What follows belongs to an exercise in optimizing a design on an open flow for small area, a short achievable clock period and few clock cycles per item; a production flow would make more cautious choices. No run shown here included a check of the RTL's function; only the layout flow was run. Power is estimated from default activity; no workload was simulated.

`flow/run.sh`:
```
#!/bin/bash
# synth_recipe.tcl (not shown) runs the flow's synth.tcl, then flattens the netlist and writes it again
# the make line also repeats each setting of config.mk as NAME=value (left out here)
make -C /OpenROAD-flow-scripts/flow DESIGN_CONFIG=/design/flow/config.mk WORK_HOME=/design/flow/orfs CLKGATE_MAP_FILE= SYNTH_SCRIPT=/design/flow/synth_recipe.tcl finish
```
`flow/config.mk`:
```
export PLATFORM = sky130hd
export DESIGN_NAME = unidad_math
export DESIGN_NICKNAME = unidad_math
export VERILOG_FILES = /design/flow/design.v
export SDC_FILE = /design/flow/constraint.sdc
export NUM_CORES = 4
export LEC_CHECK = 0
export CAP_MARGIN = 20
export CORE_MARGIN = 2
export CORE_UTILIZATION = 45
export PLACE_DENSITY = 0.6
export SLEW_MARGIN = 20
```
`flow/constraint.sdc`:
```
create_clock -name core_clock -period 8.0 [get_ports {clk}]
set_input_delay 1.6000 -clock core_clock [delete_from_list [all_inputs] [get_ports {clk}]]
set_output_delay 1.6000 -clock core_clock [all_outputs]
set_load 0.01 [all_outputs]
```
`flow/design.v`:
```
module unidad_math (
    input  logic        clk,
    input  logic        rst_n,
    input  logic        start,
    input  logic [1:0]  op,        
    input  logic [15:0] a,
    input  logic [15:0] b,
    output logic [31:0] result,
    output logic        done
);
    logic [31:0] R;       
    logic [15:0] A;       
    logic [1:0]  op_r;
    logic [2:0]  cnt;
    logic        busy;
    logic        sub, sq;
    logic [18:0] X, P, Q2, Q3, S1, S2, S3, cs_s, cs_c;
    logic [11:0] q_p, q_q2, q_q3;
    assign sub  = op_r[0] ^ op_r[1];
    assign sq   = op_r[1];
    assign q_p  = {1'b0, R[7:0], 3'b001};
    assign q_q2 = {R[7:0], 4'b0100};
    assign q_q3 = {R[7:0], 4'b1000};
    always_comb begin
        case (op_r)
            2'd1:    X = {1'b0, R[31:14]};
            2'd2:    X = {8'd0, R[22:16], A[15:12]};
            default: X = {3'b000, R[31:16]};
        endcase
    end
    assign P   = (sq ? {7'd0, q_p}  : {3'b000, A})       ^ {19{sub}};
    assign Q2  = (sq ? {7'd0, q_q2} : {2'b00, A, 1'b0})  ^ {19{sub}};
    assign Q3  = (sq ? {7'd0, q_q3} : {2'b00, A, 1'b0})  ^ {19{sub}};
    assign S1  = X + P  + {18'd0, sub};
    assign S2  = X + Q2 + {18'd0, sub};
    assign cs_s = X ^ P ^ Q3;
    assign cs_c = {((X[17:0] & P[17:0]) | (X[17:0] & Q3[17:0]) | (P[17:0] & Q3[17:0])), sub};
    assign S3  = cs_s + cs_c + {18'd0, sub};
    logic [17:0] m_hi;
    always_comb
        case (R[1:0])
            2'd0: m_hi = X[17:0];
            2'd1: m_hi = S1[17:0];
            2'd2: m_hi = S2[17:0];
            default: m_hi = S3[17:0];
        endcase
    logic [1:0]  d_q;
    logic [15:0] d_r;
    always_comb begin
        if (!S3[18])      begin d_q = 2'd3; d_r = S3[15:0]; end
        else if (!S2[18]) begin d_q = 2'd2; d_r = S2[15:0]; end
        else if (!S1[18]) begin d_q = 2'd1; d_r = S1[15:0]; end
        else              begin d_q = 2'd0; d_r = X[15:0];  end
    end
    function automatic logic [19:0] dabble(input logic [19:0] d, input logic bit_in);
        logic [19:0] t;
        t = d;
        for (int k = 0; k < 5; k++)
            if (t[4*k +: 4] >= 4'd5) t[4*k +: 4] = t[4*k +: 4] + 4'd3;
        dabble = {t[18:0], bit_in};
    endfunction
    logic [19:0] b_d;
    always_comb begin
        b_d = R[19:0];
        for (int i = 0; i < 4; i++) b_d = dabble(b_d, A[15 - i]);
    end
    logic [1:0] l_dq, l_dr;
    always_comb begin
        l_dq = 2'd0; l_dr = a[15:14];
        if (b[15:2] == 14'd0)
            case (b[1:0])
                2'd0: begin l_dq = 2'd3;              l_dr = a[15:14]; end
                2'd1: begin l_dq = a[15:14];          l_dr = 2'd0; end
                2'd2: begin l_dq = {1'b0, a[15]};     l_dr = {1'b0, a[14]}; end
                default: begin l_dq = {1'b0, &a[15:14]}; l_dr = &a[15:14] ? 2'd0 : a[15:14]; end
            endcase
    end
    logic [1:0] l_sq;
    logic [2:0] l_sr;
    always_comb begin
        if (a[15:12] >= 4'd9)      begin l_sq = 2'd3; l_sr = 3'(a[15:12] - 4'd9); end
        else if (a[15:12] >= 4'd4) begin l_sq = 2'd2; l_sr = 3'(a[15:12] - 4'd4); end
        else if (a[15:12] >= 4'd1) begin l_sq = 2'd1; l_sr = 3'(a[15:12] - 4'd1); end
        else                       begin l_sq = 2'd0; l_sr = 3'd0; end
    end
    logic [3:0] l_b;
    assign l_b = (a[15:13] >= 3'd5) ? {1'b0, a[15:13]} + 4'd3 : {1'b0, a[15:13]};
    always_ff @(posedge clk) begin
        if (!rst_n) begin
            busy <= 1'b0;
            done <= 1'b0;
        end else begin
            done <= 1'b0;
            if (start) begin
                busy <= 1'b1;
                op_r <= op;
                case (op)
                    2'd0: begin R <= {16'd0, b};                    A <= a;               cnt <= 3'd7; end
                    2'd1: begin R <= {14'd0, l_dr, a[13:0], l_dq};  A <= b;               cnt <= 3'd6; end
                    2'd2: begin R <= {13'd0, l_sr, 14'd0, l_sq};    A <= {a[11:0], 4'd0}; cnt <= 3'd2; end
                    default: begin R <= {27'd0, l_b, a[12]};        A <= {a[11:0], 4'd0}; cnt <= 3'd2; end
                endcase
            end else if (busy) begin
                cnt <= cnt - 3'd1;
                if (cnt == 3'd0) begin
                    busy <= 1'b0;
                    done <= 1'b1;
                end
                case (op_r)
                    2'd0: R <= {m_hi, R[15:2]};
                    2'd1: R <= {d_r, R[13:0], d_q};
                    2'd2: begin
                        R[22:16] <= (cnt == 3'd0) ? 7'd0 : d_r[6:0];
                        R[7:0]   <= {R[5:0], d_q};
                        A        <= {A[11:0], 4'd0};
                    end
                    default: begin
                        R[19:0] <= b_d;
                        A       <= {A[11:0], 4'd0};
                    end
                endcase
            end
        end
    end
    assign result = R;
endmodule
```
==> impl_results.md, run 1 <==
* CTS clock-pin slew for the worst setup and hold paths at 80 ps
* Clock Skews at 14.2 ps
* Total grt overflow at 0
* Full die area at 24,600 sq um
* Routed WL at 36,800 um
* Hold-fix buffers at CTS at 0
* Final TNS setup at 0 ps
* Antenna Nets Post-Route at 0
* Layout Nets at 1,501
* Crit end category: flip-flop
* Post-synth top flop: edfxtp_1
* Final period utilization at 0.837
* Antenna violations before repair at 0
* Avg WL per Cell at 22.1 um
* Worst VDD drop at 0.220 mV
* Setup Crit Path Kind: reg2reg
* Async S/R FF share, synth at 0
* Initial Utilization at 0.462
* Startpoint types: flip-flop
* Post-synth EDFFs at 53
* P&R area growth vs syn at 9.28%
* H-tree levels at 2
* Synthesized Nets at 1,488
* Hold crit path type: reg2reg
* CTS root buf: clkbuf_16
* Post-Syn Instances at 1,335
* GRT Resource Usage Total at 0.297
* Die width at 157 um
* DR vias at 10,800
* Max FO, Critical Path at 28
* IO Port Bufs at 69
* Yosys Warn Count at 1
* CP required at 8050 ps
* Clock Sinks at 55
* Minimum clock period at 6700 ps
* Row count at 55
* Resized cells post-CTS at 0
* TritonRoute pass-1 iters at 5
* Crit path DAT at 6750 ps
* Max-slew violations at 0
* Maxcap violations at 0
* Share of the synthesized area in the top cell type at 0.151
* Final setup fails at 0
* Synthesized flop and latch total at 55
* Iter 0 DRT Violations at 1,354
* Share of cells above drive strength 1 at 0.0615
* Worst-skew pair later-pin latency at 310 ps
* CTS tree: built
* Status: no timing/DRC/antenna violations
* Relative slew slack at 0.282
* DIE HEIGHT at 157 um
* DR vias/cell at 6.48
* Post-DP HPWL at 28,800 um
* Fin. Hold Viols at 0
* Dominant cells by area after synthesis: edfxtp_1 15%, ha_1 12%, xnor2_1 5.2%
* Finished Layout Cells at 1,662
* Unrepaired setup endpoints after global routing: no
* Slew of the pin with the lowest slew margin at 1080 ps
* DRC Markers at 0
* # diodes at 0
* Placer Congestion at 0.968
* Setup bufs post-CTS at 0
* Max clock buf depth at 2
* Area leader, netlist: edfxtp_1
* Largest net degree at the start of global routing at 56
* Mapped cell area at 10,500 sq um
* Fmax at 149 MHz
* Netlist cell types at 105
* Syn_area_per_cell at 7.87 sq um
* Pwr Total at 4.03 mW
* Pleak at 4.72 nW
* Seq/Total Area, Yosys at 0.155
* Power density over the cells at 351 nW/um^2
* Dominant cell by count in the synthesized netlist: nand2_1
* Core Footprint at 22,800 sq um
* Post-synth top cells: 133 x nand2_1, 104 x ha_1, 91 x a21oi_1, 87 x nor2_1, 79 x inv_1
* Ports at 70
* CTS Buf Count at 5
* Placed Cells at 1,654
* First-pass GRT wire length at 56,800 um
* Vias in the first global route at 9,732
[flip-flops by register name (all words and copies together) (netlist names)]
register	flops
done	1
A	16
op_r	2
busy	1
cnt	3
R	32
[critical path, stage by stage (launching register included)]
cell and delay (ps):
edfxtp_1 920, inv_1 220, ha_2 770, inv_2 370, a21boi_0 440, ha_1 340, xnor2_1 230, inv_1 80
fa_1 420, nor2b_1 170, o2111a_1 230, o21ai_1 100, a21oi_2 340, a31oi_2 280, xnor2_1 870, nor2_1 270
a32oi_1 250, o21ai_0 130
[layout by cell type, fill, tap and decap left out, types with 31 or more instances in the layout]
master and instances:
inv_1 79, xnor2_1 62, mux2i_1 32, clkdlybuf4s50_1 68
o21ai_0 72, a21oi_1 91, edfxtp_1 53, nor2_1 87
a22oi_1 42, ha_1 103, a21o_1 34, a31oi_1 31
nand2_1 133
[routing by layer]
layer | share of wire | vias to the layer above | global-route usage
met5 | 0 | - | 0
met4 | 0.026 | 0 | 0.0703
met3 | 0.088 | 66 | 0.0440
met2 | 0.43 | 532 | 0.444
met1 | 0.46 | 5145 | 0.446
li1 | - | 5019 | -
[final cells by class]
class | count | area [sq um]
Multi-Input combinational cell | 1125 | 8230
Tap cell | 313 | 392
Fill cell | 2256 | 11300
Inverter | 81 | 304
Timing Repair Buffer | 80 | 766
Clock inverter | 1 | 30.0
Clock buffer | 7 | 133
Sequential cell | 55 | 1630
[kinds of logic (layout without fill, tap and decap cells)]
logic type,after synthesis,after routing,share of synthesized area
xor gates and xnor gates,87,87,0.0732
muxes,44,44,0.0444
and+or+nand+nor,399,399,0.187
adders and majority gates,116,116,0.147
AOI/OAI and AO/OA,479,479,0.332
buffers and inverters,155,169,0.0622
DFF,55,55,0.155
[final timing paths]
kind | to | slack [ps] | from | cells after the start
worst max-delay path | R[30]$_SDFFCE_PP0P_ | 1300 | op_r[1]$_DFFE_PP_ | 17
worst min-delay path | cnt[0]$_DFFE_PP_ | 610 | cnt[0]$_DFFE_PP_ | 1
worst max register to register | R[30]$_SDFFCE_PP0P_ | 1300 | op_r[1]$_DFFE_PP_ | 17
worst min register to register | cnt[0]$_DFFE_PP_ | 610 | cnt[0]$_DFFE_PP_ | 1
[where the power goes]
| group | total, mW | switching [mW] | internal, mW |
|---|---|---|---|
| registers | 0.464 | 0.0849 | 0.379 |
| clock network | 0.264 | 0.115 | 0.149 |
| logic | 3.31 | 1.96 | 1.35 |
| total | 4.03 | 2.16 | 1.88 |
[through the flow]
step / instance area, sq um / hold WS, ps / setup WS [ps] / util
2_1_floorplan: 10500 / 462 / 1910 / -
3_5_place_dp: 11300 / 559 / 1490 / 0.497
5_1_grt: 11500 / 633 / 898 / 0.504
3_3_place_gp: 11300 / 557 / 1630 / 0.497
4_1_cts: 11500 / 570 / 1460 / 0.504
6_report: 11500 / 608 / 1300 / 0.504
==> run 2: changes to the inputs <==
--- a/flow/config.mk
+++ b/flow/config.mk
@@ -9,4 +9,5 @@
 export CORE_MARGIN = 2
 export CORE_UTILIZATION = 45
 export PLACE_DENSITY = 0.6
+export SETUP_SLACK_MARGIN = 3
 export SLEW_MARGIN = 20
==> impl_results.md, run 2 <==
* Die width at 157 um
* Final TNS setup at 0 ps
* Seq/Total Area, Yosys at 0.155
* CTS clock-pin slew for the worst setup and hold paths at 80 ps
* Synthesized flop and latch total at 55
* Hold-fix buffers at CTS at 0
* Most common cell after layout, fill and taps aside: nand2_1
* Share of cells above drive strength 1 at 0.166
* CTS Buf Count at 5
* Maxcap violations at 0
* Clock Skews at 13.3 ps
* Clock Sinks at 55
* Row count at 55
* Vias in the first global route at 9,985
* Area leader, netlist: edfxtp_1
* Async S/R FF share, synth at 0
* Relative slew slack at 0.248
* Total grt overflow at 0
* Dominant cell by count in the synthesized netlist: nand2_1
* DP Area at 11,400 sq um
* Pleak at 5.20 nW
* Iter 0 DRT Violations at 1,120
* IO Port Bufs at 69
* Unrepaired setup endpoints after global routing: yes
* H-tree levels at 2
* Max reg flops at 32
* DR vias/cell at 6.39
* Most frequent cells in the layout: 131 x nand2_1, 87 x ha_1, 86 x nor2_1, 83 x a21oi_1, 77 x buf_4
* Synthesized Nets at 1,488
* CP required at 8070 ps
* Routed WL at 38,800 um
* Mapped cell area at 10,500 sq um
* Share of the synthesized area in the top cell type at 0.151
* Dominant cells by area after synthesis: edfxtp_1 15%, ha_1 12%, xnor2_1 5.2%
* P&R area growth vs syn at 20.2%
* Post-Syn Instances at 1,335
* Biggest register: R
* DRC Markers at 0
* Crit end category: flip-flop
* Slowest cell on crit path: or4_4
* DIE HEIGHT at 157 um
* Fmax at 203 MHz
* Netlist cell types at 105
* CTS root buf: clkbuf_16
* Avg WL per Cell at 22.4 um
* Initial Utilization at 0.462
* CTS tree: built
* Placer Congestion at 0.961
* Worst path max stage delay at 540 ps
* Final setup fails at 0
* # diodes at 0
* Worst-skew pair later-pin latency at 320 ps
* Minimum clock period at 4930 ps
* TritonRoute pass-1 iters at 5
* Startpoint types: flip-flop
* Status: no timing/DRC/antenna violations
* Top sig layer: met4
* Setup Crit Path Kind: reg2reg
* Largest net degree at the start of global routing at 43
* Crit path DAT at 5000 ps
* Antenna Nets Post-Route at 0
* Syn_area_per_cell at 7.87 sq um
* Met3 Wirelength at 4460 um
* Ports at 70
* Finished layout cell area at 12,600 sq um
* Worst VDD drop at 0.191 mV
* Antenna violations before repair at 0
* Max-slew violations at 0
* Final worst slack at 3070 ps
* Final period utilization at 0.616
* First-pass GRT wire length at 58,200 um
* Fin. Hold Viols at 0
* GRT Resource Usage Total at 0.307
* Pre-CTS setup slack at 1600 ps
* Power density over the cells at 350 nW/um^2
* Layout Nets at 1,573
* Full die area at 24,600 sq um
* Max FO, Critical Path at 4
* Met1 WL at 16,600 um
* Met2 WL at 16,900 um
* Slew of the pin with the lowest slew margin at 1120 ps
* Top flop regs: R x32, A x16, cnt x3
* Hold crit path type: reg2reg
* Post-synth EDFFs at 53
* Core Footprint at 22,800 sq um
* Yosys Warn Count at 1
* DR vias at 11,100
* Post-synth top flop: edfxtp_1
* Post-synth top cells: 133 x nand2_1, 104 x ha_1, 91 x a21oi_1, 87 x nor2_1, 79 x inv_1
* Max clock buf depth at 2
* Post-DP HPWL at 29,000 um
## run 2: cell counts after synthesis
No cell type changed its count.
## run 2: per-layer routing
layer | GRT usage | vias up
met5 | 0 | -
met4 | 0.0708 | 0
met3 | 0.0795 | 72
met2 | 0.467 | 596
met1 | 0.433 | 5234
li1 | - | 5183
## run 2: final timing paths
check / from / endpoint / slack [ps] / depth (start not counted)
max: R[1]$_DFFE_PP_ / R[5]$_DFFE_PP_ / 3070 / 25
min: busy$_SDFF_PN0_ / done$_SDFF_PP0_ / 550 / 2
max reg2reg: R[1]$_DFFE_PP_ / R[5]$_DFFE_PP_ / 3070 / 25
min reg2reg: busy$_SDFF_PN0_ / done$_SDFF_PP0_ / 550 / 2
## run 2: final cells by class
type,instances,area (sq um)
clock buffers,5,125
inverters,81,313
multi-input cells,1125,8780
flip-flops and latches,55,1630
fillers,2122,10100
well taps,313,392
clock inverters,3,43.8
repair buffers,152,1360
## run 2: report_power, final
part | switching (mW) | internal, mW | leakage (nW)
Clock | 0.120 | 0.148 | 0.0838
Combinational | 2.10 | 1.61 | 4.59
Sequential | 0.0727 | 0.379 | 0.527
Total | 2.29 | 2.14 | 5.20
## run 2: kinds of logic after synthesis
kind of cell | synth area share
adders and majority gates | 0.147
buffers and inverters | 0.0622
AOI/OAI and AO/OA | 0.332
DFF | 0.155
and+or+nand+nor | 0.187
xor gates and xnor gates | 0.0732
muxes | 0.0444
## run 2: what timing repair did
item	4_1_cts	5_1_grt
endpoints found under the hold margin	0	0
pin swaps	6	25
cloned	0	1
buffers inserted	27	46
setup endpoints to repair	31	28
gates resized for setup	27	67
## run 2: critical path: cells and delay by family (launching register included)
| kind | cells | cell delay [ps] |
|---|---|---|
| flops | 1 | 420 |
| fa+ha+maj | 4 | 710 |
| xor+xnor | 2 | 300 |
| compound gates | 7 | 1320 |
| buf+inv | 4 | 410 |
| simple gates | 8 | 1530 |
## run 2: metrics by stage
stage,hold WS [ps],std cells,util,power (mW)
after global routing,564,1734,0.555,4.77
after global placement,525,1652,0.502,3.67
after detailed placement,530,1652,0.502,3.69
after CTS,540,1687,0.525,4.06
after floorplan,462,1335,-,2.93
final,550,1734,0.555,4.43
==> run 3: changes to the inputs <==
--- a/flow/config.mk
+++ b/flow/config.mk
@@ -9,5 +9,5 @@
 export CORE_MARGIN = 2
 export CORE_UTILIZATION = 45
 export PLACE_DENSITY = 0.6
-export SETUP_SLACK_MARGIN = 3
+export SETUP_SLACK_MARGIN = 4
 export SLEW_MARGIN = 20
==> impl_results.md, run 3 <==
* Area leader, netlist: edfxtp_1
* Hold crit path type: reg2reg
* # diodes at 0
* Area occupied by multi-input gates at 10,300 sq um
* Full die area at 24,600 sq um
* Most frequent cells in the layout: 196 x buf_4, 126 x nand2_1, 78 x nor2_1, 68 x clkdlybuf4s50_1, 64 x a21oi_1
* Total grt overflow at 0
* TritonRoute pass-1 iters at 6
* Routed WL at 45,200 um
* Worst VDD drop at 0.315 mV
* Die width at 157 um
* CTS root buf: clkbuf_16
* Row count at 55
* Pleak at 6.35 nW
* Power density over the cells at 378 nW/um^2
* Relative slew slack at 0.349
* Crit path DAT at 5000 ps
* Biggest register: R
* Synthesized flop and latch total at 55
* Core Footprint at 22,800 sq um
* Share of the synthesized area in the top cell type at 0.151
* DRC Markers at 0
* CTS Buf Count at 5
* P&R area growth vs syn at 49.0%
* Final setup fails at 0
* Layout Nets at 1,733
* Post-synth top cells: 133 x nand2_1, 104 x ha_1, 91 x a21oi_1, 87 x nor2_1, 79 x inv_1
* H-tree levels at 2
* Register area at 1630 sq um
* Top flop regs: R x32, A x16, cnt x3
* Syn_area_per_cell at 7.87 sq um
* Reg2Reg Setup Slack at 3090 ps
* GRT Resource Usage Total at 0.353
* Status: no timing/DRC/antenna violations
* Post-Syn Instances at 1,335
* Placer Congestion at 0.970
* DR vias at 12,200
* Max clock buf depth at 2
* Worst-skew pair later-pin latency at 330 ps
* Final TNS setup at 0 ps
* Vias in the first global route at 11,600
* Met2 WL at 19,800 um
* Share of cells above drive strength 1 at 0.373
* Fillers at 1,775
* Fin. Hold Viols at 0
* Startpoint types: flip-flop
* Synthesized Nets at 1,488
* Avg WL per Cell at 23.8 um
* Post-synth EDFFs at 53
* Met1 WL at 18,800 um
* DR vias/cell at 6.45
* Hold-fix buffers at CTS at 0
* Seq/Total Area, Yosys at 0.155
* Hold slack at 602 ps
* Fmax at 204 MHz
* Async S/R FF share, synth at 0
* Top sig layer: met4
* Initial Utilization at 0.462
* Setup Crit Path Kind: reg2reg
* Max FO, Critical Path at 4
* Minimum clock period at 4910 ps
* IO Port Bufs at 69
* Yosys Warn Count at 1
* Max-slew violations at 0
* Met3 Wirelength at 4530 um
* First-pass GRT wire length at 66,900 um
* Iter 0 DRT Violations at 1,702
* Post-DP HPWL at 29,600 um
* Max reg flops at 32
* CTS clock-pin slew for the worst setup and hold paths at 90 ps
* Antenna Nets Post-Route at 0
* CP required at 8090 ps
* Clock Skews at 7.97 ps
* Antenna violations before repair at 0
* Crit end category: flip-flop
* Dominant cell by count in the synthesized netlist: nand2_1
* Mapped cell area at 10,500 sq um
* Most common cell after layout, fill and taps aside: buf_4
* Slew of the pin with the lowest slew margin at 973 ps
* Netlist cell types at 105
* Unrepaired setup endpoints after global routing: yes
* Largest net degree at the start of global routing at 59
* CTS tree: built
* Ports at 70
* Dominant cells by area after synthesis: edfxtp_1 15%, ha_1 12%, xnor2_1 5.2%
* Maxcap violations at 0
* Final period utilization at 0.614
* Clock Sinks at 55
* DIE HEIGHT at 157 um
* Post-synth top flop: edfxtp_1
run 3: worst paths after layout:
check | cells past startpoint | endpoint | start
setup / recovery | 26 | R[2]$_DFFE_PP_ | R[0]$_DFFE_PP_
hold / removal | 1 | cnt[0]$_DFFE_PP_ | cnt[0]$_DFFE_PP_
setup reg to reg | 26 | R[2]$_DFFE_PP_ | R[0]$_DFFE_PP_
hold reg to reg | 1 | cnt[0]$_DFFE_PP_ | cnt[0]$_DFFE_PP_
run 3: worst max-delay path, stage by stage (launching register included):
cell and delay [ps]:
edfxtp_1 410, buf_6 150, ha_4 160, buf_4 130, nand2b_4 130, a211o_1 350, nand2_4 120, ha_4 140
nor2b_4 40, buf_4 130, o311ai_4 290, xnor2_2 210, ha_2 230, nor2b_4 200, nor2_2 50, nor3_1 200
a31oi_1 130, a2bb2oi_4 190, buf_6 110, buf_6 100, buf_6 120, xnor2_4 160, ha_2 200, nand2b_4 140
a21bo_4 220, mux2i_1 120, o221a_2 230
run 3: what timing repair did:
item                                    in CTS  in global routing
pin swaps                                  132                 80
cloned                                       4                  0
setup buffers                              184                 41
gates resized for setup                    277                 70
endpoints found under the setup margin      32                 32
run 3: layout make-up:
type | count | share of cell area
tap | 313 | 0.0250
inverter | 81 | 0.0215
multi-input combinational | 1126 | 0.659
clock buffer | 5 | 0.00799
clock inverter | 3 | 0.00160
sequential | 55 | 0.104
timing repair buffer | 311 | 0.181
run 3: cell families (layout without fill, tap and decap cells):
kind of cell | count (synthesis) | in the layout | share of synthesized area
simple gates | 399 | 399 | 0.187
flops | 55 | 55 | 0.155
xor+xnor | 87 | 88 | 0.0732
compound gates | 479 | 479 | 0.332
fa+ha+maj | 116 | 116 | 0.147
mux | 44 | 44 | 0.0444
buf+inv | 155 | 400 | 0.0622
run 3: routing by layer:
metal	vias to the layer above	track usage
li1	5501	-
met1	5843	0.481
met2	716	0.546
met3	156	0.0775
met4	0	0.132
met5	-	0
run 3: report_power, final:
group / internal, mW / total [mW] / switching, mW
combinational: 2.50 / 5.21 / 2.71
clock: 0.120 / 0.258 / 0.138
sequential: 0.379 / 0.448 / 0.0698
run 3: through the flow:
| step | utilization | setup slack [ps] | power, mW | instance area, sq um | cells |
|---|---|---|---|---|---|
| finish | 0.688 | 3090 | 5.92 | 15700 | 1894 |
| global route | 0.688 | 2900 | 6.25 | 15700 | 1894 |
| CTS | 0.659 | 3300 | 5.27 | 15000 | 1853 |
| detailed placement | 0.520 | 1840 | 3.89 | 11900 | 1657 |
| global placement | 0.520 | 2010 | 3.88 | 11900 | 1657 |
| floorplan | - | 3110 | 3.11 | 11100 | 1335 |

afterwards: timing with drivers on the ports:
The results above use ideal ports. As a check the final layouts listed here were re-extracted and re-timed, cells and wires unchanged.
Step 1 assumes that a clkbuf_16 drives the clock port and a buf_2 every other input.
Step 2 also shifts input and output timing later by t, the mid clock arrival at the registers, as if the neighbouring blocks saw the same clock.
Slacks: no drivers / after step 1 / after step 2; pairs: no drivers / after step 1.
| run | shift t [ns] | setup WS [ns] | hold slack, ns | worst setup path at the end | latest minus earliest clock arrival (ns) |
|---|---|---|---|---|---|
| run 1 | 0.350 | 1.300 / 1.300 / 1.300 | 0.608 / 0.608 / 0.608 | register to register | 0.014 / 0.014 |
| run 2 | 0.352 | 3.073 / 3.073 / 3.073 | 0.550 / 0.550 / 0.550 | register to register | 0.013 / 0.013 |
| run 3 | 0.362 | 3.088 / 3.088 / 3.088 | 0.602 / 0.602 / 0.602 | register to register | 0.008 / 0.008 |
After both steps setup and hold are still met in every run listed.
